Background: an optimization exercise with open tools, aiming at small area and a short achievable clock period. Do not read the settings as production practice. In this exercise RTL edits were held to simulation tests only and were not proved equivalent to the original. Power figures rest on the tool's default switching activity, not on a simulated workload.

File: flow/config.mk
export PLATFORM = sky130hd
export DESIGN_NAME = MIPS_cpu
export DESIGN_NICKNAME = MIPS_cpu
export VERILOG_FILES = /design/flow/design.v
export SDC_FILE = /design/flow/constraint.sdc
export NUM_CORES = 8
export LEC_CHECK = 0
export CAP_MARGIN = 30
export CORE_MARGIN = 2
export CORE_UTILIZATION = 45
export CTS_CLUSTER_DIAMETER = 100
export CTS_CLUSTER_SIZE = 20
export SETUP_SLACK_MARGIN = 5
export SLEW_MARGIN = 30
export SYNTH_HIERARCHICAL = 1
File: flow/standard.sh
#!/bin/bash
# synth_recipe.tcl (not shown) runs the flow's synth.tcl, then flattens the netlist and writes it again
# the make line also repeats each setting of config.mk as NAME=value (left out here)
make -C /OpenROAD-flow-scripts/flow DESIGN_CONFIG=/design/flow/config.mk WORK_HOME=/design/flow/orfs CLKGATE_MAP_FILE= SYNTH_SCRIPT=/design/flow/synth_recipe.tcl "${@:-finish}"
File: flow/flow/dont_use.txt
sky130_fd_sc_hd__probe_p_8 sky130_fd_sc_hd__probec_p_8 sky130_fd_sc_hd__lpflow_bleeder_1 sky130_fd_sc_hd__lpflow_clkbufkapwr_1 sky130_fd_sc_hd__lpflow_clkbufkapwr_16 sky130_fd_sc_hd__lpflow_clkbufkapwr_2 sky130_fd_sc_hd__lpflow_clkbufkapwr_4 sky130_fd_sc_hd__lpflow_clkbufkapwr_8 sky130_fd_sc_hd__lpflow_clkinvkapwr_1 sky130_fd_sc_hd__lpflow_clkinvkapwr_16 sky130_fd_sc_hd__lpflow_clkinvkapwr_2 sky130_fd_sc_hd__lpflow_clkinvkapwr_4 sky130_fd_sc_hd__lpflow_clkinvkapwr_8 sky130_fd_sc_hd__lpflow_decapkapwr_12 sky130_fd_sc_hd__lpflow_decapkapwr_3 sky130_fd_sc_hd__lpflow_decapkapwr_4 sky130_fd_sc_hd__lpflow_decapkapwr_6 sky130_fd_sc_hd__lpflow_decapkapwr_8 sky130_fd_sc_hd__lpflow_inputiso0n_1 sky130_fd_sc_hd__lpflow_inputiso0p_1 sky130_fd_sc_hd__lpflow_inputiso1n_1 sky130_fd_sc_hd__lpflow_inputiso1p_1 sky130_fd_sc_hd__lpflow_inputisolatch_1 sky130_fd_sc_hd__lpflow_isobufsrc_1 sky130_fd_sc_hd__lpflow_isobufsrc_16 sky130_fd_sc_hd__lpflow_isobufsrc_2 sky130_fd_sc_hd__lpflow_isobufsrc_4 sky130_fd_sc_hd__lpflow_isobufsrc_8 sky130_fd_sc_hd__lpflow_isobufsrckapwr_16 sky130_fd_sc_hd__lpflow_lsbuf_lh_hl_isowell_tap_1 sky130_fd_sc_hd__lpflow_lsbuf_lh_hl_isowell_tap_2 sky130_fd_sc_hd__lpflow_lsbuf_lh_hl_isowell_tap_4 sky130_fd_sc_hd__lpflow_lsbuf_lh_isowell_4 sky130_fd_sc_hd__lpflow_lsbuf_lh_isowell_tap_1 sky130_fd_sc_hd__lpflow_lsbuf_lh_isowell_tap_2 sky130_fd_sc_hd__lpflow_lsbuf_lh_isowell_tap_4 sky130_fd_sc_hd__clkdlybuf4s15_1 sky130_fd_sc_hd__clkdlybuf4s15_2 sky130_fd_sc_hd__clkdlybuf4s18_1 sky130_fd_sc_hd__clkdlybuf4s18_2 sky130_fd_sc_hd__clkdlybuf4s25_1 sky130_fd_sc_hd__clkdlybuf4s25_2 sky130_fd_sc_hd__clkdlybuf4s50_1 sky130_fd_sc_hd__clkdlybuf4s50_2 sky130_fd_sc_hd__dlygate4sd1_1 sky130_fd_sc_hd__dlygate4sd2_1 sky130_fd_sc_hd__dlygate4sd3_1 sky130_fd_sc_hd__dlymetal6s2s_1 sky130_fd_sc_hd__dlymetal6s4s_1 sky130_fd_sc_hd__dlymetal6s6s_1
File: flow/flow/run.sh
#!/bin/bash
# Layout flow: the standard flow (standard.sh), run in two parts.
#  1. synthesis, unchanged;
#  2. floorplan to final layout, with
#     - the delay cells (dlygate*, clkdlybuf*, dlymetal*) added to the
#       platform's don't-use list, so that port buffers and repair buffers
#       are plain buffers that timing repair can resize;
set -euo pipefail
DU="$(cat flow/dont_use.txt)"
bash standard.sh synth > synth.log 2>&1
bash standard.sh "DONT_USE_CELLS=$DU" SETUP_SLACK_MARGIN=5.15 finish > layout.log 2>&1
File: flow/constraint.sdc
create_clock -name core_clock -period 8.0 [get_ports {clock}]
set_input_delay 1.6000 -clock core_clock [delete_from_list [all_inputs] [get_ports {clock}]]
set_output_delay 1.6000 -clock core_clock [all_outputs]
set_load 0.01 [all_outputs]
File: flow/design.v
`timescale 1ns / 1ps
module MIPS_cpu(
    input clock,
    input reset,
    output [31:0] imem_addr,
    input [31:0] imem_rdata,
    output [31:0] dmem_addr,
    output [31:0] dmem_wdata,
    output dmem_we,
    input [31:0] dmem_rdata,
    output wb_en,
    output [4:0] wb_addr,
    output [31:0] wb_data
    );
    reg  [31:0] pc;           
    reg  [31:0] pc_d;         
    reg  [31:0] ir;           
    reg  [31:0] sel_a, sel_b;  
    reg  [31:0] ones;         
    integer n;
    always @(*) begin
        ones = {pc[30:0], 1'b1};
        for (n = 1; n < 32; n = n * 2)
            ones = ones & ((ones << n) | ((32'd1 << n) - 32'd1));
    end
    wire [31:0] pc_inc = pc ^ ones;
    wire [31:0] pc_next;
    reg  [31:0] a_q, b_q;     
    reg         z_q;          
    reg  [4:0]  k_q;          
    reg         x_rw, x_we, x_ld, x_add, x_slt, x_cg;
    reg  [3:0]  x_tt;         
    reg         x_shl, x_shr, x_slc, x_src;
    reg         x_bz, x_bnz, x_jmp, x_jmr;
    reg  [4:0]  x_wa;
    reg         carry_q;
    reg         cin_q;        
    reg         wb_en_q;
    reg  [4:0]  wb_addr_q;
    reg  [31:0] wb_data_q;
    assign imem_addr  = pc;
    assign dmem_addr  = a_q;
    assign dmem_wdata = b_q;
    assign dmem_we    = x_we;
    assign wb_en      = wb_en_q;
    assign wb_addr    = wb_addr_q;
    assign wb_data    = wb_data_q;
    function [31:0] onehot(input [4:0] r);
        reg byp;
        integer k;
        begin
            byp = x_rw & (x_wa != 5'd0) & (x_wa == r);
            for (k = 1; k < 32; k = k + 1)
                onehot[k-1] = (r == k) & ~byp;
            onehot[31] = byp;
        end
    endfunction
    always @(posedge clock) begin
        if (reset) begin
            pc <= 32'd0;
            ir[31:25] <= 7'd0;
        end else begin
            pc <= pc_next;
            ir[31:25] <= imem_rdata[31:25];
        end
        ir[24:0] <= imem_rdata[24:0];
        sel_a <= onehot(imem_rdata[19:15]);
        sel_b <= onehot(imem_rdata[14:10]);
        pc_d <= pc_inc;
    end
    wire [6:0]  op  = ir[31:25];
    wire [4:0]  fd  = ir[24:20];
    wire [14:0] imm = ir[14:0];
    wire o_st   = op == 7'd1;
    wire o_add  = op == 7'd2;
    wire o_sub  = op == 7'd5;
    wire o_jml  = op == 7'd7;
    wire o_and  = op == 7'd8;
    wire o_or   = op == 7'd10;
    wire o_xor  = op == 7'd12;
    wire o_bz   = op == 7'd32;
    wire o_ld   = op == 7'd33;
    wire o_adi  = op == 7'd34;
    wire o_adci = op == 7'd35;
    wire o_sbi  = op == 7'd37;
    wire o_ani  = op == 7'd40;
    wire o_ori  = op == 7'd42;
    wire o_xri  = op == 7'd44;
    wire o_not  = op == 7'd46;
    wire o_lsl  = op == 7'd48;
    wire o_lsr  = op == 7'd49;
    wire o_shlc = op == 7'd50;
    wire o_shrc = op == 7'd51;
    wire o_mov  = op == 7'd64;
    wire o_jmp  = op == 7'd68;
    wire o_siu  = op == 7'd69;
    wire o_bnz  = op == 7'd96;
    wire o_jmr  = op == 7'd97;
    wire o_aiu  = op == 7'd98;
    wire o_slt  = op == 7'd101;
    wire o_pcst = op == 7'd127;
    wire d_and = o_and | o_ani;
    wire d_or  = o_or  | o_ori;
    wire d_xor = o_xor | o_xri;
    wire d_pass = o_mov | o_jml;
    wire d_rw  = o_add | o_sub | o_jml | d_and | d_or | d_xor | o_ld | o_adi |
                 o_adci | o_sbi | o_not | o_lsl | o_lsr | o_shlc | o_shrc |
                 o_mov | o_siu | o_aiu | o_slt | o_pcst;
    wire use_pc  = o_jml | o_pcst | o_bz | o_bnz | o_jmp;
    wire imm_se  = o_jml | o_pcst | o_bz | o_bnz | o_jmp | o_adi | o_adci | o_sbi;
    wire use_imm = imm_se | o_ani | o_ori | o_xri | o_siu | o_aiu;
    wire inv_b   = o_sub | o_sbi | o_siu | o_slt;
    wire [31:0] immx = {{17{imm_se & imm[14]}}, imm};
    wire        use_rb  = ~use_imm;
    wire [31:0] ra_n, rb_n;
    wire        ra_zero;
    MIPS_registerFile rf(clock, reset, sel_a, sel_b, wb_en_q, wb_addr_q, wb_data_q, ra_n, rb_n, ra_zero);
    wire [31:0] ra_v = ~ra_n;
    wire [31:0] rb_v = ~rb_n;
    wire [4:0] sh = imm[4:0];
    wire [31:0] b_other = immx ^ {32{inv_b}};
    always @(posedge clock) begin
        a_q  <= use_pc ? pc_d : ra_v;
        b_q  <= use_rb ? rb_v ^ {32{inv_b}} : b_other;
        z_q  <= ra_zero;
        k_q  <= o_lsl ? sh : o_lsr ? (5'd0 - sh) : o_shlc ? 5'd1 : 5'd31;
        x_wa <= fd;
        if (reset) begin
            {x_rw, x_we, x_ld, x_add, x_slt, x_cg} <= 6'd0;
            x_tt <= 4'd0;
            {x_shl, x_shr, x_slc, x_src} <= 4'd0;
            {x_bz, x_bnz, x_jmp, x_jmr} <= 4'd0;
        end else begin
            x_rw  <= d_rw;
            x_we  <= o_st;
            x_ld  <= o_ld;
            x_add <= o_add | o_sub | o_adi | o_adci | o_sbi | o_siu | o_aiu | o_pcst;
            x_slt <= o_slt;
            x_cg  <= o_add | o_adi | o_adci | o_aiu;
            x_tt  <= {d_and | d_or | d_pass, d_or | d_xor | d_pass, d_or | d_xor | o_not, o_not};
            x_shl <= o_lsl;
            x_shr <= o_lsr;
            x_slc <= o_shlc;
            x_src <= o_shrc;
            x_bz  <= o_bz;
            x_bnz <= o_bnz;
            x_jmp <= o_jmp | o_jml;
            x_jmr <= o_jmr;
        end
    end
    wire cin = cin_q;
    wire [33:0] s34 = {a_q[31], a_q, 1'b1} + {b_q[31], b_q, cin};
    wire [31:0] sum = s34[32:1];
    wire        le  = s34[33];    
    reg [31:0] lres;
    integer i;
    always @(*)
        for (i = 0; i < 32; i = i + 1)
            lres[i] = x_tt[{a_q[i], b_q[i]}];
    wire [31:0] r1  = k_q[0] ? {a_q[30:0], a_q[31]}    : a_q;
    wire [31:0] r2  = k_q[1] ? {r1[29:0],  r1[31:30]}  : r1;
    wire [31:0] r4  = k_q[2] ? {r2[27:0],  r2[31:28]}  : r2;
    wire [31:0] r8  = k_q[3] ? {r4[23:0],  r4[31:24]}  : r4;
    wire [31:0] rot = k_q[4] ? {r8[15:0],  r8[31:16]}  : r8;
    wire kz = k_q == 5'd0;
    reg [31:0] mask;
    always @(*)
        for (i = 0; i < 32; i = i + 1)
            mask[i] = x_shl ? (i >= k_q) : x_shr ? (kz | (i < k_q)) : (x_slc | x_src);
    wire [31:0] shm = rot & mask;
    wire [31:0] shres = {x_src ? carry_q : shm[31], shm[30:1], x_slc ? carry_q : shm[0]};
    wire x_sh = x_shl | x_shr | x_slc | x_src;
    wire [31:0] res_other = lres | ({32{x_sh}} & shres) | {31'd0, x_slt & le};
    wire cout = (x_cg & (a_q[31] | b_q[31]) & ~sum[31]) |
                (((x_shl | x_slc) & rot[0]) | ((x_shr | x_src) & rot[31])) & ~kz;
    wire [31:0] wbd = x_add ? sum : x_ld ? dmem_rdata : res_other;
    wire taken = x_jmp | (x_bz & z_q) | (x_bnz & ~z_q);
    assign pc_next = taken ? sum : x_jmr ? a_q : pc_inc;
    always @(posedge clock) begin
        carry_q   <= cout;
        cin_q     <= (o_sub | o_sbi | o_siu) | (o_adci & cout);
        wb_addr_q <= x_wa;
        wb_data_q <= wbd;
        if (reset)
            wb_en_q <= 1'b0;
        else
            wb_en_q <= x_rw;
    end
endmodule
`timescale 1ns / 1ps
module MIPS_registerFile(
    input clk,
    input reset,
    input [31:0] selA,
    input [31:0] selB,
    input load_enable,
    input [4:0] dest_select,
    input [31:0] reg_data,
    output [31:0] operandA_n,
    output [31:0] operandB_n,
    output reg zeroA            
    );
    wire [31:0] wdata = reg_data & {32{~reset}};
    wire        wzero = ~|wdata;
    wire [31:0] regs [1:31];
    wire [31:1] zf;             
    genvar i, b;
    generate
        for (i = 1; i < 32; i = i + 1) begin : r
            reg [31:0] q;
            reg z;
            always @(posedge clk)
                if (reset | (load_enable & (dest_select == i))) begin
                    q <= wdata;
                    z <= wzero;
                end
            assign regs[i] = q;
            assign zf[i] = z;
        end
    endgenerate
    integer j;
    always @(*) begin
        zeroA = ~|selA | (selA[31] & ~|reg_data);
        for (j = 1; j < 32; j = j + 1)
            zeroA = zeroA | (selA[j-1] & zf[j]);
    end
    generate
        for (b = 0; b < 32; b = b + 1) begin : rd
            wire [31:0] col;
            for (i = 1; i < 32; i = i + 1) begin : c
                assign col[i-1] = regs[i][b];
            end
            assign col[31] = reg_data[b];
            rf_read32 pa(col, selA, operandA_n[b]);
            rf_read32 pb(col, selB, operandB_n[b]);
        end
    endgenerate
endmodule
module rf_read32(input [31:0] d, input [31:0] s, output yn);
    wire [10:0] n;
    genvar k;
    generate
        for (k = 0; k < 10; k = k + 1) begin : g
            rf_aoi222 a(d[3*k], s[3*k], d[3*k+1], s[3*k+1], d[3*k+2], s[3*k+2], n[k]);
        end
    endgenerate
    rf_aoi22 l(d[30], s[30], d[31], s[31], n[10]);
    wire o1, o2, o3;
    rf_nand4 x1(n[0], n[1], n[2], n[3], o1);
    rf_nand4 x2(n[4], n[5], n[6], n[7], o2);
    rf_nand3 x3(n[8], n[9], n[10], o3);
    rf_nor3  x4(o1, o2, o3, yn);
endmodule
module rf_aoi222(input a1, input a2, input b1, input b2, input c1, input c2, output y);
    assign y = ~((a1 & a2) | (b1 & b2) | (c1 & c2));
endmodule
module rf_aoi22(input a1, input a2, input b1, input b2, output y);
    assign y = ~((a1 & a2) | (b1 & b2));
endmodule
module rf_nand4(input a, input b, input c, input d, output y);
    assign y = ~(a & b & c & d);
endmodule
module rf_nand3(input a, input b, input c, output y);
    assign y = ~(a & b & c);
endmodule
module rf_nor3(input a, input b, input c, output y);
    assign y = ~(a | b | c);
endmodule
==> results of run 1 <==
area by class of cell:
type	instances	area [um^2]
Tap cell	1637	2050
Clock inverter	10	166
Antenna cell	2	5.00
Clock buffer	130	2150
Fill cell	10465	58700
Sequential cell	1311	37100
Timing Repair inverter	1	5.00
Multi-Input combinational cell	2314	19600
Timing Repair Buffer	560	3450
Inverter	31	134
layer usage:
metal / vias up / part of all wire, % / track usage [%]
met5: - / 0.018 / 0
met4: 6 / 5.2 / 15.0
met3: 608 / 15 / 11.0
met2: 3582 / 44 / 53.3
met1: 22189 / 36 / 45.7
li1: 17718 / - / -
synthesized netlist by cell type, types with 14 or more instances:
library cell,instances
o211ai_1,16
a21oi_1,107
nor3_1,41
o21ai_0,112
ha_1,35
a22oi_2,64
o21ai_1,39
nor2b_1,51
dfxtp_1,288
nor4_1,25
xnor2_1,59
nand4_1,150
a211oi_1,31
edfxtp_1,1023
inv_1,30
a21o_1,35
buf_2,14
nand2b_1,31
nand3_1,94
clkbuf_1,96
a222oi_1,641
nand3b_1,15
nor2_1,169
nand2_1,163
xor2_1,45
mux2i_1,56
nor3_2,64
mux4_2,74
worst reg2reg max path, cell delays in order (launching register included):
cell and delay (ps):
dfxtp_4 380, buf_1 220, nor4_1 410, nand4_1 890, o21ai_4 810
state kept, by name, indices dropped and copies added (netlist names), 5 cells and up:
| register | count |
|---|---|
| k_q | 5 |
| b_q | 32 |
| ir | 27 |
| a_q | 32 |
| x_wa | 5 |
| wb_data_q | 32 |
| rf.r.q | 992 |
| wb_addr_q | 5 |
| pc | 32 |
| sel_a | 32 |
| sel_b | 32 |
| pc_d | 32 |
| rf.r.z | 31 |
Yosys stat by module, one instance, submodules excluded, a selection:
| module | cells | times used | flip-flops and latches | area, um^2 |
|---|---|---|---|---|
| MIPS_registerFile | 1164 | 1 | 1023 | 31600 |
| rf_aoi22 | 1 | 64 | 0 | 12.5 |
| rf_aoi222 | 1 | 640 | 0 | 10.0 |
| rf_nand3 | 1 | 64 | 0 | 5.00 |
| rf_nor3 | 1 | 64 | 0 | 10.0 |
| MIPS_cpu | 1657 | 1 | 288 | 15200 |
| rf_nand4 | 1 | 128 | 0 | 6.26 |
power by group through the flow:
| stage | combinational [W] | clock, W | sequential (W) |
|---|---|---|---|
| 2_1_floorplan | 0.000950 | 0 | 0.00830 |
| 3_3_place_gp | 0.00167 | 0 | 0.00848 |
| 3_5_place_dp | 0.00169 | 0 | 0.00849 |
| 4_1_cts | 0.00206 | 0.00422 | 0.00825 |
| 5_1_grt | 0.00234 | 0.00445 | 0.00831 |
| 6_report | 0.00227 | 0.00420 | 0.00828 |
repair_timing:
action / in CTS / in global routing
gates cloned: 2 / 2
buffers inserted: 164 / 51
gates resized for setup: 619 / 125
pin swaps: 27 / 33
endpoints found under the setup margin: 1519 / 294
through the flow:
step / cell area, um^2 / utilization, % / setup WS, ps
floorplan: 56000 / - / 4720
global placement: 59100 / 47.9 / 3160
detailed placement: 59300 / 48.1 / 3240
CTS: 63900 / 51.9 / 4980
global route: 64600 / 52.4 / 5000
finish: 64600 / 52.4 / 5000
final timing paths:
check | startpoint | end | cells after the start
worst max-delay path | wb_data_q[21] | rf.r[23].z | 4
worst min-delay path | ir[20] | x_wa[0] | 0
worst max register to register | wb_data_q[21] | rf.r[23].z | 4
worst min register to register | ir[20] | x_wa[0] | 0
cell families after synthesis:
family,Yosys count,synth area share (%)
xor gates and xnor gates,104,1.63
and+or+nand+nor,864,8.45
adders and majority gates,37,0.840
DFF,1311,65.5
muxes,144,4.28
buffers and inverters,159,1.16
AOI/OAI and AO/OA,1162,18.2
==> results.json, run 1 <==
{
  "status": "complete, no violations",
  "grt_pass1_wl_um": 313000,
  "final_common_cell": "edfxtp_1",
  "drt-total-wl_um": 227000,
  "cp_cell_sequence": "buf_1, nor4_1, nand4_1, o21ai_4",
  "io_pins": 201,
  "powerDensity_mw_per_mm2": 228,
  "yosysWarnings": 8,
  "cts_hold_buf": 0,
  "post-route-period-util_pct": 37.6,
  "coreArea_mm2": 0.123,
  "synth_top_area_share_pct": 55.1,
  "post-place-cells": 5635,
  "gp_congestion": 1.01,
  "p_int_w": 0.0105,
  "switching_share_pct": 28.4,
  "rsz0062_at_grt": "true",
  "hold_slack_ps": 331,
  "cts_tree": "yes",
  "ys_types": 80,
  "crit_family": "simple AND/OR/NAND/NOR gates",
  "drt_iter0_markers": 9364,
  "cts_sinks": 1311,
  "grt.total_usage_pct": 34.8,
  "seq_area_frac_synth_pct": 65.5,
  "syn_inst": 3781,
  "drv_cap": 0,
  "dr.pass1.iters": 12,
  "numPortBuffers": 200,
  "fmax_mhz": 333,
  "synthTopCellsByArea": "edfxtp_1, a222oi_1, dfxtp_1",
  "clk_latency_ps": 740,
  "crit_arrival_ps": 3450,
  "numCtsBuffers": 76,
  "synth_area_mm2": 0.0557,
  "num_rows": 129,
  "hpwl_um": 146000,
  "startpoint_type": "flop",
  "area_growth_pct": 16.0,
  "p_leak_nw": 22.0,
  "avgSynthCellArea_um2": 14.7,
  "critPathCaptureType": "flop",
  "synth_edf_count": 1023,
  "worstMarginPinSlew_ps": 1060,
  "final_cells": 5996,
  "p_sw_w": 0.00419,
  "via_per_inst": 7.36,
  "die_y_um": 356,
  "die-area_mm2": 0.127,
  "hold_viol": 0,
  "wl_per_cell_um": 37.8,
  "critPathMaxFanout": 16,
  "crit_slowest_cell": "nand4_1",
  "htree_num_levels": 3,
  "final_cell_mix": "edfxtp_1, a222oi_1, buf_1, nor2_1, buf_2",
  "syn-num-nets": 3883,
  "fin_crit_ps": 3000,
  "max_slew_margin_pct": 29.0,
  "grt_pass1_vias": 41317,
  "tns_ps": 0,
  "globalRouteOverflowTotal": 0,
  "drc": 0,
  "ys.flop_type": "edfxtp_1",
  "ant_nets": 0,
  "die_x_um": 356,
  "finalPower_w": 0.0147,
  "combPwrFrac_pct": 15.4,
  "r2r_slack_ps": 5000,
  "path_clk_slew_ps": 80,
  "slew_violations": 0,
  "worstSetupPathType": "flop to flop",
  "hold_class": "flop to flop",
  "synth_async_sr_flop_share_pct": 0,
  "clockBufferDepth": 3,
  "vias": 44103,
  "ys_seq_elements": 1311,
  "cts_root_buf": "clkbuf_16",
  "nNetsFinal": 4397,
  "skew_ps": 63.1,
  "start_util_pct": 45.2,
  "max_stage_delay_ps": 890,
  "yosys.area.top_type": "edfxtp_1",
  "cp_num_buf_inv": 1,
  "setup_violations": 0,
  "seqPwrFrac_pct": 56.1,
  "grt_max_degree": 45,
  "antenna_found_initial": 7,
  "p_clk_share_pct": 28.5,
  "ir_worst_vdd_uv": 188,
  "drive_above_1_share_pct": 23.3,
  "cp.required_ps": 8440
}
==> run 2: changes to the inputs <==
--- a/flow/flow/run.sh
+++ b/flow/flow/run.sh
@@ -9,3 +9,3 @@
 DU="$(cat flow/dont_use.txt)"
 bash standard.sh synth > synth.log 2>&1
-bash standard.sh "DONT_USE_CELLS=$DU" SETUP_SLACK_MARGIN=5.15 finish > layout.log 2>&1
+bash standard.sh "DONT_USE_CELLS=$DU" SETUP_SLACK_MARGIN=5.3 finish > layout.log 2>&1
==> run 2 against run 1 <==
  * Sequential power hardly changed
  * Register-to-register slack better by 170 ps
  * Critical path type is now flop to output pin
  * Largest power group unchanged
  * Cell count is 0.45% higher
  * Combinational power is 8.8% higher
  * Clock power hardly changed
  * Area after synthesis stayed put
  * Synthesized cell count stayed put
  * Sequential cell count stayed put
  * Non-clock buffer count is 20 higher
  * Power is 1.1% higher
  * Highest routed layer unchanged
  * Count of clock-buffer cells in the layout is 2 lower
  * Routed wire length is 2.1% higher
==> results.json, run 2 <==
{
  "status": "complete, no violations",
  "io_pins": 201,
  "drt-total-wl_um": 232000,
  "coreArea_mm2": 0.123,
  "holdPathStages": 0,
  "ys.flop_type": "edfxtp_1",
  "skew_ps": 47.7,
  "avgSynthCellArea_um2": 14.7,
  "drive_above_1_share_pct": 25.1,
  "powerDensity_mw_per_mm2": 227,
  "numPortBuffers": 200,
  "r2r-end": "wb_data_q[31]",
  "cp_cell_sequence": "buf_6, buf_6",
  "synth_top_area_share_pct": 55.1,
  "path_clk_slew_ps": 80,
  "synth_async_sr_flop_share_pct": 0,
  "hpwl_um": 143000,
  "syn-num-nets": 3883,
  "grt_pass1_vias": 41945,
  "globalRouteOverflowTotal": 0,
  "hold_end": "x_wa[4]",
  "final_cell_mix": "edfxtp_1, a222oi_1, buf_1, nor2_1, buf_6",
  "hold_class": "flop to flop",
  "rr_startpoint": "a_q[0]",
  "syn_inst": 3781,
  "num_rows": 129,
  "drv_cap": 0,
  "die-area_mm2": 0.127,
  "finalPower_w": 0.0149,
  "setup_violations": 0,
  "clockBufferDepth": 3,
  "synthTopCellsByCount": "edfxtp_1, a222oi_1, dfxtp_1",
  "critPathMaxFanout": 4,
  "wl_per_cell_um": 38.5,
  "area_growth_pct": 17.9,
  "dr.pass1.iters": 13,
  "final_util_pct": 53.3,
  "worstMarginPinSlew_ps": 1130,
  "fmax_mhz": 344,
  "cts_root_buf": "clkbuf_16",
  "p_leak_nw": 22.2,
  "min_from": "ir[24]",
  "nNetsFinal": 4425,
  "grt_pass1_wl_um": 316000,
  "post-route-period-util_pct": 36.3,
  "yosysWarnings": 8,
  "gp_congestion": 1.02,
  "path_common_cell": "buf_6",
  "synth_most_common_cell": "edfxtp_1",
  "synth_area_mm2": 0.0557,
  "cp.required_ps": 6400,
  "die_y_um": 356,
  "clk_latency_ps": 710,
  "slew_violations": 0,
  "via_per_inst": 7.41,
  "r2r_slack_ps": 5170,
  "yosys.area.top_type": "edfxtp_1",
  "max_slew_margin_pct": 24.9,
  "critPathCaptureType": "output pin",
  "cts_tree": "yes",
  "worstSetupPathType": "flop to output pin",
  "startpoint_type": "flop",
  "cts_hold_buf": 0,
  "htree_num_levels": 3,
  "largest_reg_flops": 992,
  "ant_nets": 0,
  "synth_edf_count": 1023,
  "ys_types": 80,
  "vias": 44603,
  "max_stage_delay_ps": 370,
  "cts_sinks": 1311,
  "drt_iter0_markers": 10125,
  "regMostFlops": "rf.r.q",
  "tns_ps": 0,
  "final_common_cell": "edfxtp_1",
  "ir_worst_vdd_uv": 205,
  "crit_arrival_ps": 1300,
  "drc": 0,
  "antenna_found_initial": 15,
  "fin_crit_ps": 2900,
  "rsz0062_at_grt": "true",
  "synthTopCellsByArea": "edfxtp_1, a222oi_1, dfxtp_1",
  "crit_slowest_cell": "dfxtp_4",
  "ys_seq_elements": 1311,
  "grt_max_degree": 69,
  "numCtsBuffers": 77,
  "worstRegToRegCells": 11,
  "hold_viol": 0,
  "die_x_um": 356,
  "grt.total_usage_pct": 35.2,
  "start_util_pct": 45.2,
  "seq_area_frac_synth_pct": 65.5
}
## run 2: cell counts after synthesis
No cell type changed its count.
## run 2: how the worst max path moves through the flow
stage	end	depth (start not counted)	startpoint
floorplan	rf.r[21].q[0]	3	reset
global placement	rf.r[19].q[23]	5	reset
detailed placement	rf.r[19].q[20]	5	reset
CTS	dmem_addr[0]	2	a_q[0]
global route	pc[11]	17	a_q[2]
finish	dmem_addr[0]	2	a_q[0]
## run 2: stage by stage
step | hold slack [ps] | cells | instance area (um^2) | setup WS [ps]
floorplan | 310 | 3781 | 56100 | 4720
global placement | 317 | 5609 | 59100 | 3090
detailed placement | 315 | 5614 | 59200 | 3570
CTS | 334 | 5961 | 64500 | 5060
global route | 340 | 6021 | 65700 | 4990
finish | 335 | 6023 | 65700 | 5100
## run 2: cell type report
type | count | area [um^2]
Clock inverter | 12 | 156
Fill cell | 10304 | 57600
Sequential cell | 1311 | 37100
Tap cell | 1637 | 2050
Clock buffer | 128 | 2120
Antenna cell | 2 | 5.00
Multi-Input combinational cell | 2321 | 20300
Timing Repair inverter | 1 | 5.00
Timing Repair Buffer | 580 | 3850
Inverter | 31 | 143
## run 2: per-module statistics from Yosys, one instance, submodules excluded, excerpt
module	area, um^2	cells	copies in the design
MIPS_registerFile	31600	1164	1
MIPS_cpu	15200	1657	1
rf_aoi22	12.5	1	64
rf_aoi222	10.0	1	640
rf_nor3	10.0	1	64
rf_nand4	6.26	1	128
rf_nand3	5.00	1	64
## run 2: report_power, final
group          total (W)  internal (W)  switching (W)
combinational    0.00247      0.000896        0.00157
sequential       0.00827       0.00786       0.000408
clock            0.00417       0.00186        0.00231
## run 2: repair_timing
| action | CTS | global route |
|---|---|---|
| endpoints found under the setup margin | 1863 | 783 |
| buffers inserted | 200 | 55 |
| pin swaps | 39 | 66 |
| endpoints found under the hold margin | 0 | 0 |
| cloned | 7 | 4 |
| resized for setup | 743 | 196 |
## run 2: kinds of logic (layout without fill, tap and decap cells)
group	after synthesis	in the layout	synth area share [%]
adders and majority gates	37	37	0.840
muxes	144	144	4.28
other	0	2	0
and+or+nand+nor	864	867	8.45
buffers and inverters	159	752	1.16
xor gates and xnor gates	104	104	1.63
AOI/OAI and AO/OA	1162	1169	18.2
DFF	1311	1311	65.5
## run 2: metal layers
layer	share of wire [%]	up-vias	track usage, %
li1	-	17783	-
met1	35	22305	45.2
met2	45	3755	54.6
met3	15	734	11.4
met4	5.6	26	15.8
met5	0.094	-	0
## run 2: worst max-delay path: cells and delay by family, from the launching register on
kind     cells  cell delay (ps)
flops        1              370
buf+inv      2              240
==> run 3: changes to the inputs <==
--- a/flow/design.v
+++ b/flow/design.v
@@ -18,5 +18,5 @@
     reg  [31:0] sel_a, sel_b;  
     reg  [31:0] ones;         
-    integer n;
+    integer n, g;
     always @(*) begin
         ones = {pc[30:0], 1'b1};
@@ -27,5 +27,5 @@
     wire [31:0] pc_next;
     reg  [31:0] a_q, b_q;     
-    reg         z_q;          
+    reg  [7:0]  nz_q;         
     reg  [4:0]  k_q;          
     reg         x_rw, x_we, x_ld, x_add, x_slt, x_cg;
@@ -114,6 +114,5 @@
     wire        use_rb  = ~use_imm;
     wire [31:0] ra_n, rb_n;
-    wire        ra_zero;
-    MIPS_registerFile rf(clock, reset, sel_a, sel_b, wb_en_q, wb_addr_q, wb_data_q, ra_n, rb_n, ra_zero);
+    MIPS_registerFile rf(clock, reset, sel_a, sel_b, wb_en_q, wb_addr_q, wb_data_q, ra_n, rb_n);
     wire [31:0] ra_v = ~ra_n;
     wire [31:0] rb_v = ~rb_n;
@@ -123,5 +122,6 @@
         a_q  <= use_pc ? pc_d : ra_v;
         b_q  <= use_rb ? rb_v ^ {32{inv_b}} : b_other;
-        z_q  <= ra_zero;
+        for (g = 0; g < 8; g = g + 1)
+            nz_q[g] <= ~&ra_n[4*g +: 4];
         k_q  <= o_lsl ? sh : o_lsr ? (5'd0 - sh) : o_shlc ? 5'd1 : 5'd31;
         x_wa <= fd;
@@ -175,5 +175,6 @@
                 (((x_shl | x_slc) & rot[0]) | ((x_shr | x_src) & rot[31])) & ~kz;
     wire [31:0] wbd = x_add ? sum : x_ld ? dmem_rdata : res_other;
-    wire taken = x_jmp | (x_bz & z_q) | (x_bnz & ~z_q);
+    wire z = ~|nz_q;          
+    wire taken = x_jmp | (x_bz & z) | (x_bnz & ~z);
     assign pc_next = taken ? sum : x_jmr ? a_q : pc_inc;
     always @(posedge clock) begin
@@ -198,31 +199,18 @@
     input [31:0] reg_data,
     output [31:0] operandA_n,
-    output [31:0] operandB_n,
-    output reg zeroA            
+    output [31:0] operandB_n
     );
     wire [31:0] wdata = reg_data & {32{~reset}};
-    wire        wzero = ~|wdata;
     wire [31:0] regs [1:31];
-    wire [31:1] zf;             
     genvar i, b;
     generate
         for (i = 1; i < 32; i = i + 1) begin : r
             reg [31:0] q;
-            reg z;
             always @(posedge clk)
-                if (reset | (load_enable & (dest_select == i))) begin
+                if (reset | (load_enable & (dest_select == i)))
                     q <= wdata;
-                    z <= wzero;
-                end
             assign regs[i] = q;
-            assign zf[i] = z;
         end
     endgenerate
-    integer j;
-    always @(*) begin
-        zeroA = ~|selA | (selA[31] & ~|reg_data);
-        for (j = 1; j < 32; j = j + 1)
-            zeroA = zeroA | (selA[j-1] & zf[j]);
-    end
     generate
         for (b = 0; b < 32; b = b + 1) begin : rd
==> run 3 against run 2 <==
  * Still clean on timing, DRC and antenna
  * Critical path depth down 1
  * Sequential power down 2.5%
  * Die area shrank 1.3%
  * First-iteration DRC count increased by 2.8%
  * Critical path type unchanged
  * Critical endpoint is now wb_data[11]
  * Largest power group unchanged
==> results.json, run 3 <==
{
  "antenna_found_initial": 11,
  "rsz0062_at_grt": "true",
  "cts_root_buf": "clkbuf_16",
  "ys_seq_elements": 1287,
  "synth_area_mm2": 0.0550,
  "hold_class": "flop to flop",
  "r2r-end": "pc[30]",
  "seqPwrFrac_pct": 55.4,
  "synth-compound-area-share_pct": 18.3,
  "ir_worst_vdd_uv": 225,
  "cp.required_ps": 6400,
  "endpoint": "wb_data[11]",
  "syn_inst": 3812,
  "crit_path_start": "wb_data_q[11]",
  "drive_above_1_share_pct": 24.6,
  "crit_slowest_cell": "dfxtp_4",
  "avgSynthCellArea_um2": 14.4,
  "die_x_um": 354,
  "fmax_mhz": 340,
  "synth_fa_ha_area_share_pct": 0.851,
  "ant_nets": 0,
  "htree_num_levels": 3,
  "p_sw_w": 0.00421,
  "max_slew_margin_pct": 28.9,
  "io_pins": 201,
  "grt_pass1_wl_um": 320000,
  "worstSetupPathType": "flop to output pin",
  "muxShareOfSynthArea_pct": 4.11,
  "gp_congestion": 0.973,
  "area_growth_pct": 18.6,
  "grt.total_usage_pct": 36.0,
  "hold_slack_ps": 330,
  "final_common_cell": "edfxtp_1",
  "via_per_inst": 7.35,
  "synth-simple-area-share_pct": 8.76,
  "switching_share_pct": 28.9,
  "die_y_um": 354,
  "setup_violations": 0,
  "yosysWarnings": 8,
  "syn-num-nets": 3914,
  "coreArea_mm2": 0.122,
  "critPathCaptureType": "output pin",
  "num_rows": 128,
  "drc": 0,
  "critPathMaxFanout": 4,
  "largest_reg_flops": 992,
  "grt_max_degree": 80,
  "path_clk_slew_ps": 90,
  "cts_sinks": 1287,
  "min_from": "ir[20]",
  "worstRegToRegCells": 12,
  "ys.flop_type": "edfxtp_1",
  "cp_cell_sequence": "buf_6",
  "combPwrFrac_pct": 16.2,
  "synthTopCellsByArea": "edfxtp_1, a222oi_1, dfxtp_1",
  "start_util_pct": 45.3,
  "die-area_mm2": 0.125,
  "worstMarginPinSlew_ps": 1070,
  "grt_pass1_vias": 41057,
  "crit_arrival_ps": 1340,
  "r2r_slack_ps": 5090,
  "numPortBuffers": 200,
  "dr.pass1.iters": 15,
  "numCtsBuffers": 76,
  "synthTopCellsByCount": "edfxtp_1, a222oi_1, dfxtp_1",
  "powerDensity_mw_per_mm2": 223,
  "synth_top_family_by_area": "compound AO/OA/AOI/OAI gates",
  "worst-path-stages": 1,
  "drt_iter0_markers": 10410,
  "final_util_pct": 53.7,
  "cp_num_buf_inv": 1,
  "p_int_w": 0.0103,
  "seq_area_frac_synth_pct": 64.9,
  "p_clk_share_pct": 28.4,
  "crit_family": "flip-flops",
  "finalPower_w": 0.0146,
  "slew_violations": 0,
  "p_leak_nw": 22.5,
  "vias": 44633,
  "regMostFlops": "rf.r.q",
  "synth_xor_area_share_pct": 1.62,
  "cts_tree": "yes",
  "drt-total-wl_um": 235000,
  "drv_cap": 0,
  "tns_ps": 0,
  "hold_viol": 0,
  "synth_async_sr_flop_share_pct": 0,
  "synth_edf_count": 992,
  "clockBufferDepth": 3,
  "skew_ps": 54.6,
  "globalRouteOverflowTotal": 0,
  "synth_most_common_cell": "edfxtp_1",
  "yosys.area.top_type": "edfxtp_1",
  "nNetsFinal": 4494,
  "final_cell_mix": "edfxtp_1, a222oi_1, buf_1, nor2_1, nand2_1",
  "synth_top_area_share_pct": 54.1,
  "status": "complete, no violations",
  "post-route-period-util_pct": 36.7,
  "clk_latency_ps": 720,
  "rr_startpoint": "b_q[5]",
  "ys_types": 81,
  "hpwl_um": 148000,
  "fin_crit_ps": 2940,
  "startpoint_type": "flop",
  "wl_per_cell_um": 38.6,
  "max_stage_delay_ps": 490
}
run 3: changes by cell type after synthesis, moves of 23 or more:
cell and change:
a21oi_1 +26, edfxtp_1 -31, mux4_2 -23, nor2_1 +23, o21ai_0 +31, o21ai_1 -27
run 3: layout make-up:
class / count / area (um^2)
Clock buffer: 118 / 2060
Timing Repair Buffer: 626 / 4360
Sequential cell: 1287 / 36200
Multi-Input combinational cell: 2366 / 20200
Clock inverter: 12 / 214
Fill cell: 10050 / 56300
Tap cell: 1625 / 2030
Antenna cell: 3 / 7.51
Inverter: 35 / 144
run 3: what timing repair did:
item / in CTS / in global routing
hold buffers: 0 / 0
buffers inserted: 208 / 77
endpoints found under the setup margin: 1356 / 697
cloned: 13 / 3
resized for setup: 848 / 221
pin swaps: 55 / 69
run 3: cell families (layout without fill, tap and decap cells):
| kind of cell | after synthesis | after routing |
|---|---|---|
| compound gates | 1176 | 1179 |
| mux | 142 | 142 |
| fa+ha+maj | 37 | 37 |
| flops | 1287 | 1287 |
| simple gates | 894 | 906 |
| xor+xnor | 102 | 102 |
| other cells | 0 | 3 |
| buf+inv | 174 | 791 |
run 3: worst min path at each step:
stage          endpoint  depth (start not counted)
5_1_grt         x_wa[4]                          0
6_report        x_wa[0]                          0
3_5_place_dp    x_wa[0]                          0
2_1_floorplan   x_wa[0]                          0
4_1_cts         x_wa[0]                          0
3_3_place_gp    x_wa[3]                          0
run 3: modules after synthesis (local to each module, per instance), a selection:
| module | area (um^2) | times used | cells inside |
|---|---|---|---|
| rf_nor3 | 10.0 | 64 | 1 |
| rf_nand3 | 5.00 | 64 | 1 |
| MIPS_cpu | 15600 | 1 | 1766 |
| rf_aoi222 | 10.0 | 640 | 1 |
| MIPS_registerFile | 30400 | 1 | 1086 |
| rf_nand4 | 6.26 | 128 | 1 |
| rf_aoi22 | 12.5 | 64 | 1 |
run 3: per-layer routing:
metal,up-vias,routed length [um],track usage (%)
met4,16,15200,18.0
met5,-,101,0
met2,3734,101000,54.1
met1,22454,85000,48.5
met3,598,32900,9.26
li1,17831,-,-
run 3: power by group through the flow:
stage	Combinational, W	Clock [W]	Sequential [W]
global placement	0.00161	0	0.00824
CTS	0.00208	0.00415	0.00804
finish	0.00235	0.00414	0.00806
floorplan	0.000914	0	0.00806
detailed placement	0.00161	0	0.00825
global route	0.00241	0.00440	0.00809
run 3: stage by stage:
| stage | instances | instance area [um^2] | setup WS [ps] |
|---|---|---|---|
| global route | 6070 | 65200 | 5020 |
| finish | 6072 | 65200 | 5060 |
| detailed placement | 5636 | 58400 | 3710 |
| floorplan | 3812 | 55400 | 5040 |
| CTS | 5987 | 64100 | 5050 |
| global placement | 5626 | 58200 | 3730 |
==> run 4: changes to the inputs <==
--- a/flow/flow/run.sh
+++ b/flow/flow/run.sh
@@ -9,3 +9,3 @@
 DU="$(cat flow/dont_use.txt)"
 bash standard.sh synth > synth.log 2>&1
-bash standard.sh "DONT_USE_CELLS=$DU" SETUP_SLACK_MARGIN=5.3 finish > layout.log 2>&1
+bash standard.sh "DONT_USE_CELLS=$DU" SETUP_SLACK_MARGIN=5.15 finish > layout.log 2>&1
--- a/flow/config.mk
+++ b/flow/config.mk
@@ -11,4 +11,5 @@
 export CTS_CLUSTER_DIAMETER = 100
 export CTS_CLUSTER_SIZE = 20
+export GPL_ROUTABILITY_DRIVEN = 0
 export SETUP_SLACK_MARGIN = 5
 export SLEW_MARGIN = 30
==> run 4 against run 3 <==
  * Clock skew is 22 ps lower
  * Clock power about the same
  * Critical path depth grew 24
  * Worst setup slack worse by 220 ps
  * Combinational power shrank 11%
  * Cell count down 0.79%
  * Power shrank 1.9%
  * Sequential share of layout area up 1.3 points
  * Worst hold slack worse by 4.1 ps
  * Maximum frequency down 7.0%
  * Sequential power about the same
  * Count of clock-buffer cells in the layout increased by 3
  * Critical path type is now flop to flop
  * Largest cell class unchanged
==> results.json, run 4 <==
{
  "wl_per_cell_um": 37.5,
  "crit_path_start": "a_q[0]",
  "htree_num_levels": 3,
  "cts_hold_buf": 0,
  "vias": 44233,
  "die_y_um": 354,
  "multiInputGateArea_mm2": 0.0197,
  "combPwrFrac_pct": 14.6,
  "syn_inst": 3812,
  "hold_class": "flop to flop",
  "drt_iter0_markers": 10242,
  "synth_async_sr_flop_share_pct": 0,
  "synth_edf_count": 992,
  "crit_arrival_ps": 3720,
  "worstSetupPathType": "flop to flop",
  "hpwl_um": 142000,
  "tns_ps": 0,
  "powerDensity_mw_per_mm2": 224,
  "grt_pass1_wl_um": 308000,
  "worstRegToRegCells": 25,
  "drv_cap": 0,
  "grt_max_degree": 49,
  "r2r-end": "pc[2]",
  "synth_area_mm2": 0.0550,
  "skew_ps": 33.0,
  "clk_latency_ps": 700,
  "coreArea_mm2": 0.122,
  "regMostFlops": "rf.r.q",
  "io_pins": 201,
  "numCtsBuffers": 76,
  "switching_share_pct": 28.2,
  "endpoint": "pc[2]",
  "hold_slack_ps": 326,
  "die-area_mm2": 0.125,
  "avgSynthCellArea_um2": 14.4,
  "setup_violations": 0,
  "yosysWarnings": 8,
  "numPortBuffers": 200,
  "cts_root_buf": "clkbuf_16",
  "p_clk_share_pct": 29.1,
  "p_int_w": 0.0103,
  "seq_area_frac_synth_pct": 64.9,
  "grt.total_usage_pct": 34.4,
  "rr_startpoint": "a_q[0]",
  "startpoint_type": "flop",
  "num_rows": 128,
  "fillers": 10245,
  "worstMarginPinSlew_ps": 1120,
  "p_sw_w": 0.00403,
  "critPathMaxFanout": 2,
  "p_leak_nw": 22.1,
  "rsz0062_at_grt": "true",
  "synthTopCellsByCount": "edfxtp_1, a222oi_1, dfxtp_1",
  "area_growth_pct": 15.7,
  "dr.pass1.iters": 13,
  "post-route-period-util_pct": 39.5,
  "drc": 0,
  "start_util_pct": 45.3,
  "cts_sinks": 1287,
  "syn-num-nets": 3914,
  "hold_viol": 0,
  "synthTopCellsByArea": "edfxtp_1, a222oi_1, dfxtp_1",
  "ir_worst_vdd_uv": 186,
  "regArea_mm2": 0.0362,
  "max_slew_margin_pct": 25.4,
  "nNetsFinal": 4446,
  "drive_above_1_share_pct": 22.9,
  "die_x_um": 354,
  "via_per_inst": 7.34,
  "final_cell_mix": "edfxtp_1, a222oi_1, buf_2, buf_1, nor2_1",
  "synth_top_area_share_pct": 54.1,
  "ys_types": 81,
  "path_clk_slew_ps": 90,
  "antenna_found_initial": 12,
  "grt_pass1_vias": 40761,
  "fmax_mhz": 317,
  "ys.flop_type": "edfxtp_1",
  "yosys.area.top_type": "edfxtp_1",
  "synth_most_common_cell": "edfxtp_1",
  "ant_nets": 0,
  "ys_seq_elements": 1287,
  "seqPwrFrac_pct": 56.3,
  "status": "complete, no violations",
  "final_common_cell": "edfxtp_1",
  "clockBufferDepth": 3,
  "critPathCaptureType": "flop",
  "globalRouteOverflowTotal": 0,
  "cts_tree": "yes",
  "largest_reg_flops": 992,
  "fin_crit_ps": 3160,
  "r2r_slack_ps": 4840,
  "slew_violations": 0,
  "cp.required_ps": 8570,
  "drt-total-wl_um": 226000
}
==> run 4: cell counts after synthesis <==
Identical to the previous run, type by type.
==> run 4: what timing repair did <==
item / in CTS / in global routing
endpoints found under the setup margin: 1721 / 338
endpoints found under the hold margin: 0 / 0
buffers inserted: 154 / 84
gates cloned: 10 / 4
resized for setup: 543 / 148
pin swaps: 28 / 50
==> run 4: critical path, cell delays in order, from the launching register on <==
cell	delay [ps]
dfxtp_4	360
buf_8	120
ha_4	220
a21o_1	200
buf_1	100
buf_1	80
buf_1	80
buf_1	90
buf_1	90
buf_1	80
buf_2	120
buf_1	80
buf_1	80
buf_1	80
buf_1	90
buf_1	90
buf_2	120
buf_1	90
buf_2	120
buf_2	110
buf_1	80
buf_2	120
a21oi_4	140
xnor2_2	80
a21oi_1	150
nor2_1	60
==> run 4: Yosys stat by module, one instance, submodules excluded, a selection <==
module / cells / flops+latches / copies in the design / area, um^2
MIPS_registerFile: 1086 / 992 / 1 / 30400
MIPS_cpu: 1766 / 295 / 1 / 15600
rf_aoi22: 1 / 0 / 64 / 12.5
rf_aoi222: 1 / 0 / 640 / 10.0
rf_nor3: 1 / 0 / 64 / 10.0
rf_nand4: 1 / 0 / 128 / 6.26
rf_nand3: 1 / 0 / 64 / 5.00
==> run 4: how the worst min path moves through the flow <==
stage | start | end | slack (ps) | depth (start not counted)
after global routing | ir[23] | x_wa[3] | 330 | 0
after detailed placement | ir[23] | x_wa[3] | 310 | 0
final | ir[23] | x_wa[3] | 330 | 0
after CTS | ir[20] | x_wa[0] | 330 | 0
after global placement | ir[24] | x_wa[4] | 310 | 0
after floorplan | ir[20] | x_wa[0] | 310 | 0
==> run 4: logic make-up (layout without fill, tap and decap cells) <==
logic type      Yosys count  after routing  share of synthesized area (%)
flops                  1287           1287                           64.9
compound gates         1176           1181                           18.3
simple gates            894            901                           8.76
buf+inv                 174            745                           1.44
mux                     142            142                           4.11
xor+xnor                102            102                           1.62
fa+ha+maj                37             37                          0.851
other cells               0              4                              0
==> run 4: power by group through the flow <==
stage / clock [W] / sequential [W] / combinational [W]
after floorplan: 0 / 0.00806 / 0.000903
after global placement: 0 / 0.00824 / 0.00153
after detailed placement: 0 / 0.00825 / 0.00155
after CTS: 0.00417 / 0.00801 / 0.00189
after global routing: 0.00439 / 0.00806 / 0.00215
final: 0.00415 / 0.00804 / 0.00209
==> run 4: layout make-up <==
| cell class | count | share of cell area [%] |
|---|---|---|
| Antenna cell | 4 | 0.0157 |
| Clock buffer | 121 | 3.35 |
| Clock inverter | 8 | 0.224 |
| Inverter | 35 | 0.234 |
| Multi-Input combinational cell | 2363 | 31.0 |
| Sequential cell | 1287 | 56.9 |
| Tap cell | 1625 | 3.20 |
| Timing Repair Buffer | 579 | 5.03 |
| Timing Repair inverter | 2 | 0.0157 |
==> run 4: per-stage QoR <==
| stage | cells | total power (W) | instance area, um^2 | worst slack [ps] | util, % |
|---|---|---|---|---|---|
| 2_1_floorplan | 3812 | 0.00896 | 55200 | 4700 | - |
| 3_3_place_gp | 5635 | 0.00977 | 58100 | 3090 | 47.8 |
| 3_5_place_dp | 5639 | 0.00980 | 58300 | 3350 | 47.9 |
| 4_1_cts | 5932 | 0.0141 | 62700 | 5090 | 51.6 |
| 5_1_grt | 6020 | 0.0146 | 63600 | 4670 | 52.3 |
| 6_report | 6024 | 0.0143 | 63600 | 4840 | 52.3 |
==> run 4: routing by layer <==
layer	share of wire, %	track usage (%)
met5	0.023	0
met1	35	44.4
met4	6.4	17.5
met2	44	53.0
met3	15	10.1
==> run 5: changes to the inputs <==
--- a/flow/config.mk
+++ b/flow/config.mk
@@ -11,5 +11,5 @@
 export CTS_CLUSTER_DIAMETER = 100
 export CTS_CLUSTER_SIZE = 20
-export GPL_ROUTABILITY_DRIVEN = 0
+export GPL_TIMING_DRIVEN = 0
 export SETUP_SLACK_MARGIN = 5
 export SLEW_MARGIN = 30
==> run 5 against run 4 <==
  * Still clean on timing, DRC and antenna
  * Non-clock buffer count up 47
  * Via count up 0.70%
  * Routed wire length up 5.8%
  * Area after synthesis unchanged
  * Sequential cell count unchanged
==> results.json, run 5 <==
{
  "min_from": "ir[23]",
  "tns_ps": 0,
  "vias": 44541,
  "grt_pass1_vias": 41485,
  "antenna_found_initial": 9,
  "ir_worst_vdd_uv": 208,
  "hpwl_um": 159000,
  "p_clk_share_pct": 28.7,
  "switching_share_pct": 28.6,
  "io_pins": 201,
  "synth_edf_count": 992,
  "setup_violations": 0,
  "final_cell_mix": "edfxtp_1, a222oi_1, nor2_1, buf_1, nand2_1",
  "drt_iter0_markers": 10038,
  "slew_violations": 0,
  "p_leak_nw": 22.6,
  "clk_latency_ps": 710,
  "combPwrFrac_pct": 15.8,
  "rsz0062_at_grt": "true",
  "die_x_um": 354,
  "syn_inst": 3812,
  "fin_crit_ps": 3050,
  "area_growth_pct": 19.6,
  "regMostFlops": "rf.r.q",
  "hold_class": "flop to flop",
  "skew_ps": 27.8,
  "cp_cell_sequence": "buf_2, ha_4, a21o_1, nand4_1, nand3_4, a221o_2, o211ai_1, buf_4, a21oi_4, nor2_4, o211ai_1, a21oi_1",
  "critPathMaxFanout": 6,
  "worstMarginPinSlew_ps": 1030,
  "drt-total-wl_um": 239000,
  "drc": 0,
  "die-area_mm2": 0.125,
  "seqPwrFrac_pct": 55.5,
  "yosysWarnings": 8,
  "p_int_w": 0.0104,
  "r2r_slack_ps": 4950,
  "ys.flop_type": "edfxtp_1",
  "largest_reg_flops": 992,
  "coreArea_mm2": 0.122,
  "crit_arrival_ps": 3590,
  "syn-num-nets": 3914,
  "max_slew_margin_pct": 31.7,
  "holdPathStages": 0,
  "fmax_mhz": 328,
  "nNetsFinal": 4484,
  "hold_slack_ps": 318,
  "cts_tree": "yes",
  "hold_end": "x_wa[3]",
  "numCtsBuffers": 76,
  "max_stage_delay_ps": 680,
  "grt_pass1_wl_um": 327000,
  "yosys.area.top_type": "edfxtp_1",
  "grt_max_degree": 33,
  "synthTopCellsByCount": "edfxtp_1, a222oi_1, dfxtp_1",
  "p_sw_w": 0.00416,
  "numPortBuffers": 197,
  "synth_area_mm2": 0.0550,
  "finalPower_w": 0.0145,
  "avgSynthCellArea_um2": 14.4,
  "grt.total_usage_pct": 36.9,
  "post-route-period-util_pct": 38.1,
  "hold_viol": 0,
  "status": "complete, no violations",
  "cts_hold_buf": 0,
  "drive_above_1_share_pct": 24.6,
  "worstRegToRegCells": 12,
  "path_common_cell": "o211ai_1",
  "drv_cap": 0,
  "cts_root_buf": "clkbuf_16",
  "final_cells": 6068,
  "cp_num_buf_inv": 2,
  "synth_top_area_share_pct": 54.1,
  "synthTopCellsByArea": "edfxtp_1, a222oi_1, dfxtp_1",
  "clockBufferDepth": 3,
  "dr.pass1.iters": 14,
  "cp.required_ps": 8540,
  "via_per_inst": 7.34,
  "cts_sinks": 1287,
  "num_rows": 128,
  "ant_nets": 0,
  "worstSetupPathType": "flop to flop",
  "final_common_cell": "edfxtp_1",
  "globalRouteOverflowTotal": 0,
  "crit_family": "compound AO/OA/AOI/OAI gates",
  "htree_num_levels": 3,
  "post-place-cells": 5738,
  "path_clk_slew_ps": 90,
  "crit_slowest_cell": "o211ai_1",
  "synth_most_common_cell": "edfxtp_1",
  "ys_types": 81,
  "gp_congestion": 1.04,
  "die_y_um": 354,
  "start_util_pct": 45.3,
  "r2r-end": "wb_data_q[0]",
  "seq_area_frac_synth_pct": 64.9,
  "wl_per_cell_um": 39.4,
  "rr_startpoint": "a_q[0]",
  "powerDensity_mw_per_mm2": 221,
  "critPathCaptureType": "flop",
  "startpoint_type": "flop",
  "ys_seq_elements": 1287,
  "synth_async_sr_flop_share_pct": 0
}
[run 5: cell types whose count changed in the layout (fill, tap and decap cells not counted), sizes merged]
cell and change:
clkbuf +81, buf -25, nor2b -5, clkinvlp -4, inv +4, diode -3, a31o +2, o21ai -2
or3 -2, bufinv -1, clkinv -1
[run 5: per-module statistics from Yosys (local to each module, per instance), a selection]
| module | flops+latches | area (um^2) | cells inside |
|---|---|---|---|
| rf_nor3 | 0 | 10.0 | 1 |
| MIPS_cpu | 295 | 15600 | 1766 |
| rf_aoi222 | 0 | 10.0 | 1 |
| rf_aoi22 | 0 | 12.5 | 1 |
| rf_nand3 | 0 | 5.00 | 1 |
| rf_nand4 | 0 | 6.26 | 1 |
| MIPS_registerFile | 992 | 30400 | 1086 |
[run 5: metal layers]
metal | up-vias | GRT usage (%) | share of wire, %
met5 | - | 0 | 0.024
met4 | 8 | 21.4 | 7.4
met3 | 678 | 11.0 | 14
met2 | 3680 | 54.7 | 43
met1 | 22346 | 48.1 | 35
li1 | 17829 | - | -
[run 5: power by group through the flow]
| stage | Clock [W] | Sequential, W | Combinational, W |
|---|---|---|---|
| after floorplan | 0 | 0.00806 | 0.000903 |
| after global placement | 0 | 0.00828 | 0.00156 |
| after detailed placement | 0 | 0.00824 | 0.00169 |
| after CTS | 0.00417 | 0.00803 | 0.00210 |
| after global routing | 0.00441 | 0.00809 | 0.00235 |
| final | 0.00417 | 0.00807 | 0.00229 |
[run 5: worst register-to-register path, cell delays in order (launching register included)]
cell and delay (ps):
dfxtp_4 380, buf_2 140, ha_4 250, a21o_1 110, nand4_1 130, nand3_4 140, a221o_2 250, o211ai_1 110
buf_4 190, a21oi_4 300, nor2_4 50, o211ai_1 680, a21oi_1 140
[run 5: layout make-up]
class | count | area [um^2]
diodes | 1 | 2.50
plain buffers | 139 | 759
clock buffers | 130 | 2190
clock inverters | 8 | 111
fillers | 10021 | 55800
inverters | 35 | 144
multi-input cells | 2356 | 20100
flip-flops and latches | 1287 | 36300
well taps | 1625 | 2030
repair buffers | 487 | 4210
[run 5: timing repair]
item	CTS	global route
setup buffers	141	45
gates resized for setup	609	163
cloned	5	0
setup endpoints to repair	1461	230
pin swaps	34	36
[run 5: worst max-delay path by stage]
stage / from / end / slack (ps) / cells past startpoint
after floorplan: reset / rf.r[26].q[0] / 4700 / 3
after global placement: reset / rf.r[30].q[22] / 2780 / 4
after detailed placement: a_q[0] / wb_data_q[25] / 3540 / 11
after CTS: a_q[0] / wb_data_q[25] / 5030 / 13
after global routing: a_q[0] / wb_data_q[0] / 4940 / 12
final: a_q[0] / wb_data_q[0] / 4950 / 12
[run 5: cell families after synthesis]
| logic type | share of synthesized area [%] |
|---|---|
| DFF | 64.9 |
| xor gates and xnor gates | 1.62 |
| adders and majority gates | 0.851 |
| buffers and inverters | 1.44 |
| muxes | 4.11 |
| AOI/OAI and AO/OA | 18.3 |
| and+or+nand+nor | 8.76 |
[run 5: metrics by stage]
step | worst slack, ps | utilization, % | area (um^2)
6_report | 4950 | 54.1 | 65800
5_1_grt | 4940 | 54.1 | 65800
4_1_cts | 5030 | 53.5 | 65100
3_5_place_dp | 3540 | 49.7 | 60500
3_3_place_gp | 2780 | 47.7 | 58000
2_1_floorplan | 4700 | - | 55200
==> run 6: changes to the inputs <==
--- a/flow/config.mk
+++ b/flow/config.mk
@@ -11,5 +11,4 @@
 export CTS_CLUSTER_DIAMETER = 100
 export CTS_CLUSTER_SIZE = 20
-export GPL_TIMING_DRIVEN = 0
 export SETUP_SLACK_MARGIN = 5
 export SLEW_MARGIN = 30
==> run 6 against run 5 <==
  * Still clean
  * Combinational power fell by 12%
  * Non-clock buffer count fell by 96
  * Sequential share of layout area rose by 2.2 points
  * Synthesized cell count did not move
  * Critical path type is now flop to output pin
  * Largest power group unchanged
==> results.json, run 6 <==
{
  "die_x_um": 354,
  "final_common_cell": "edfxtp_1",
  "worstRegToRegCells": 5,
  "ant_nets": 0,
  "syn-num-nets": 3914,
  "regArea_mm2": 0.0362,
  "crit_family": "flip-flops",
  "drc": 0,
  "synth_async_sr_flop_share_pct": 0,
  "seq_area_frac_synth_pct": 64.9,
  "cp_num_buf_inv": 1,
  "ys_seq_elements": 1287,
  "fin_crit_ps": 2950,
  "worst_slack_ps": 5050,
  "post-route-period-util_pct": 36.9,
  "cts_hold_buf": 0,
  "vias": 43719,
  "antenna_found_initial": 8,
  "area_growth_pct": 14.9,
  "yosysWarnings": 8,
  "cp.required_ps": 6400,
  "rsz0062_at_grt": "true",
  "drt-total-wl_um": 223000,
  "die-area_mm2": 0.125,
  "drv_cap": 0,
  "htree_num_levels": 3,
  "via_per_inst": 7.32,
  "ir_worst_vdd_uv": 192,
  "multiInputGateArea_mm2": 0.0196,
  "ys.flop_type": "edfxtp_1",
  "numPortBuffers": 200,
  "cts_tree": "yes",
  "powerDensity_mw_per_mm2": 224,
  "regMostFlops": "rf.r.q",
  "drive_above_1_share_pct": 21.9,
  "critPathCaptureType": "output pin",
  "io_pins": 201,
  "synth_area_mm2": 0.0550,
  "max_slew_margin_pct": 26.7,
  "largest_reg_flops": 992,
  "fillers": 10218,
  "r2r_slack_ps": 5070,
  "max_stage_delay_ps": 500,
  "ys_types": 81,
  "clk_latency_ps": 690,
  "crit_slowest_cell": "dfxtp_4",
  "endpoint": "wb_data[12]",
  "critPathMaxFanout": 4,
  "die_y_um": 354,
  "worst-path-stages": 1,
  "num_rows": 128,
  "globalRouteOverflowTotal": 0,
  "setup_violations": 0,
  "status": "complete, no violations",
  "cts_sinks": 1287,
  "crit_path_start": "wb_data_q[12]",
  "holdPathStages": 0,
  "crit_arrival_ps": 1350,
  "hold_class": "flop to flop",
  "path_clk_slew_ps": 90,
  "nNetsFinal": 4390,
  "r2r-end": "nz_q[3]",
  "startpoint_type": "flop",
  "hold_viol": 0,
  "grt_pass1_vias": 40247,
  "numCtsBuffers": 76,
  "avgSynthCellArea_um2": 14.4,
  "tns_ps": 0,
  "preCtsSetupSlack_ps": 3010,
  "worstMarginPinSlew_ps": 1100,
  "yosys.area.top_type": "edfxtp_1",
  "wl_per_cell_um": 37.4,
  "synthTopCellsByCount": "edfxtp_1, a222oi_1, dfxtp_1",
  "finalPower_w": 0.0142,
  "synthTopCellsByArea": "edfxtp_1, a222oi_1, dfxtp_1",
  "coreArea_mm2": 0.122,
  "hpwl_um": 144000,
  "skew_ps": 26.5,
  "syn_inst": 3812,
  "fmax_mhz": 339,
  "p_leak_nw": 21.8,
  "worstSetupPathType": "flop to output pin",
  "synth_most_common_cell": "edfxtp_1",
  "clockBufferDepth": 3,
  "cts_root_buf": "clkbuf_16",
  "start_util_pct": 45.3,
  "dr.pass1.iters": 14,
  "cp_cell_sequence": "buf_6",
  "grt_max_degree": 53,
  "synth_top_area_share_pct": 54.1,
  "drt_iter0_markers": 9906,
  "rr_startpoint": "sel_a[3]",
  "slew_violations": 0,
  "synth_edf_count": 992,
  "grt_pass1_wl_um": 307000,
  "grt.total_usage_pct": 34.3,
  "final_cell_mix": "edfxtp_1, a222oi_1, buf_1, buf_2, nor2_1",
  "gp_congestion": 0.998
}
## run 6: cell counts after synthesis
Identical to the previous run, type by type.
## run 6: worst min path at each step
stage	from	end	slack, ps
3_5_place_dp	ir[20]	x_wa[0]	310
5_1_grt	ir[23]	x_wa[3]	300
6_report	ir[20]	x_wa[0]	310
2_1_floorplan	ir[20]	x_wa[0]	310
4_1_cts	ir[21]	x_wa[1]	300
3_3_place_gp	ir[21]	x_wa[1]	320
## run 6: layer usage
metal | track usage [%] | wire (um) | vias to the layer above | share of wire (%)
met2 | 52.8 | 98400 | 3585 | 44
met4 | 15.1 | 12500 | 8 | 5.6
li1 | - | - | 17631 | -
met3 | 9.99 | 32600 | 571 | 15
met5 | 0 | 162 | - | 0.073
met1 | 45.3 | 79500 | 21924 | 36
## run 6: kinds of logic after synthesis
family	after synthesis	synth area share (%)
multiplexers	142	4.11
AO/OA/AOI/OAI	1176	18.3
buffers and inverters	174	1.44
AND/OR/NAND/NOR	894	8.76
adder cells (fa/ha/maj)	37	0.851
flip-flops	1287	64.9
XOR/XNOR	102	1.62
## run 6: layout make-up
cell class                      count  area share, %
Multi-Input combinational cell   2358           31.1
Clock buffer                      123           3.37
Antenna cell                        3         0.0119
Inverter                           35          0.222
Clock inverter                      8          0.184
Sequential cell                  1287           57.3
Tap cell                         1625           3.22
Timing Repair Buffer              530           4.64
## run 6: repair_timing
item	in CTS	in global routing
cloned	7	2
pin swaps	31	38
setup endpoints to repair	1435	273
endpoints found under the hold margin	0	0
setup buffers	132	45
resized for setup	515	132
## run 6: metrics by stage
step / instance area, um^2 / cells / hold slack, ps / utilization (%)
floorplan: 55200 / 3812 / 310 / -
global placement: 58100 / 5640 / 316 / 47.8
detailed placement: 58300 / 5646 / 312 / 48.0
CTS: 62500 / 5916 / 299 / 51.4
global route: 63200 / 5966 / 304 / 52.0
finish: 63200 / 5969 / 314 / 52.0
## run 6: Yosys stat by module (local to each module, per instance), a selection
| module | flops+latches | cells inside | times used |
|---|---|---|---|
| rf_aoi22 | 0 | 1 | 64 |
| rf_nor3 | 0 | 1 | 64 |
| MIPS_registerFile | 992 | 1086 | 1 |
| rf_nand3 | 0 | 1 | 64 |
| rf_aoi222 | 0 | 1 | 640 |
| rf_nand4 | 0 | 1 | 128 |
| MIPS_cpu | 295 | 1766 | 1 |
## run 6: where the power goes
group          switching [W]  internal [W]  leakage [nW]  total (W)
combinational        0.00134      0.000683          8.00    0.00202
sequential          0.000404       0.00765          12.8    0.00805
clock                0.00225       0.00186          1.07    0.00411

## port drivers added, routing unchanged
The results above use ideal ports. As a check the final layouts listed here were re-extracted and re-timed, cells and wires unchanged.
Step 1 (the two cells are an assumption about what drives the block):
set clk [get_ports {clock}]
set_driving_cell -lib_cell sky130_fd_sc_hd__clkbuf_16 $clk
set_driving_cell -lib_cell sky130_fd_sc_hd__buf_2 [delete_from_list [all_inputs] $clk]
Step 2 moves the port delays by t, midway between the first and last clock arrival at a register: inputs arrive t later, outputs are due t later. That takes back most of the time a late clock gives input paths.
Three values: ideal, step 1, step 2; two values: the first two.
| run | t (ns) | setup slack, ns | hold slack, ns | worst setup path after step 2 |
|---|---|---|---|---|
| run 1 | 0.785 | 4.995 / 4.939 / 4.417 | 0.331 / 0.331 / 0.331 | input to register |
| run 2 | 0.760 | 5.097 / 5.021 / 4.412 | 0.335 / 0.335 / 0.335 | input to register |
| run 3 | 0.769 | 5.062 / 4.987 / 4.516 | 0.330 / 0.330 / 0.330 | input to register |
| run 4 | 0.757 | 4.841 / 4.841 / 4.322 | 0.326 / 0.326 / 0.326 | input to register |
| run 5 | 0.775 | 4.949 / 4.882 / 4.419 | 0.318 / 0.318 / 0.318 | input to register |
| run 6 | 0.746 | 5.047 / 4.977 / 4.329 | 0.314 / 0.314 / 0.314 | input to register |
After both steps setup and hold are still met in every run listed. The setup slack of run 6, which loses most, moves by -0.070 ns with the drivers and by -0.718 ns with both steps.
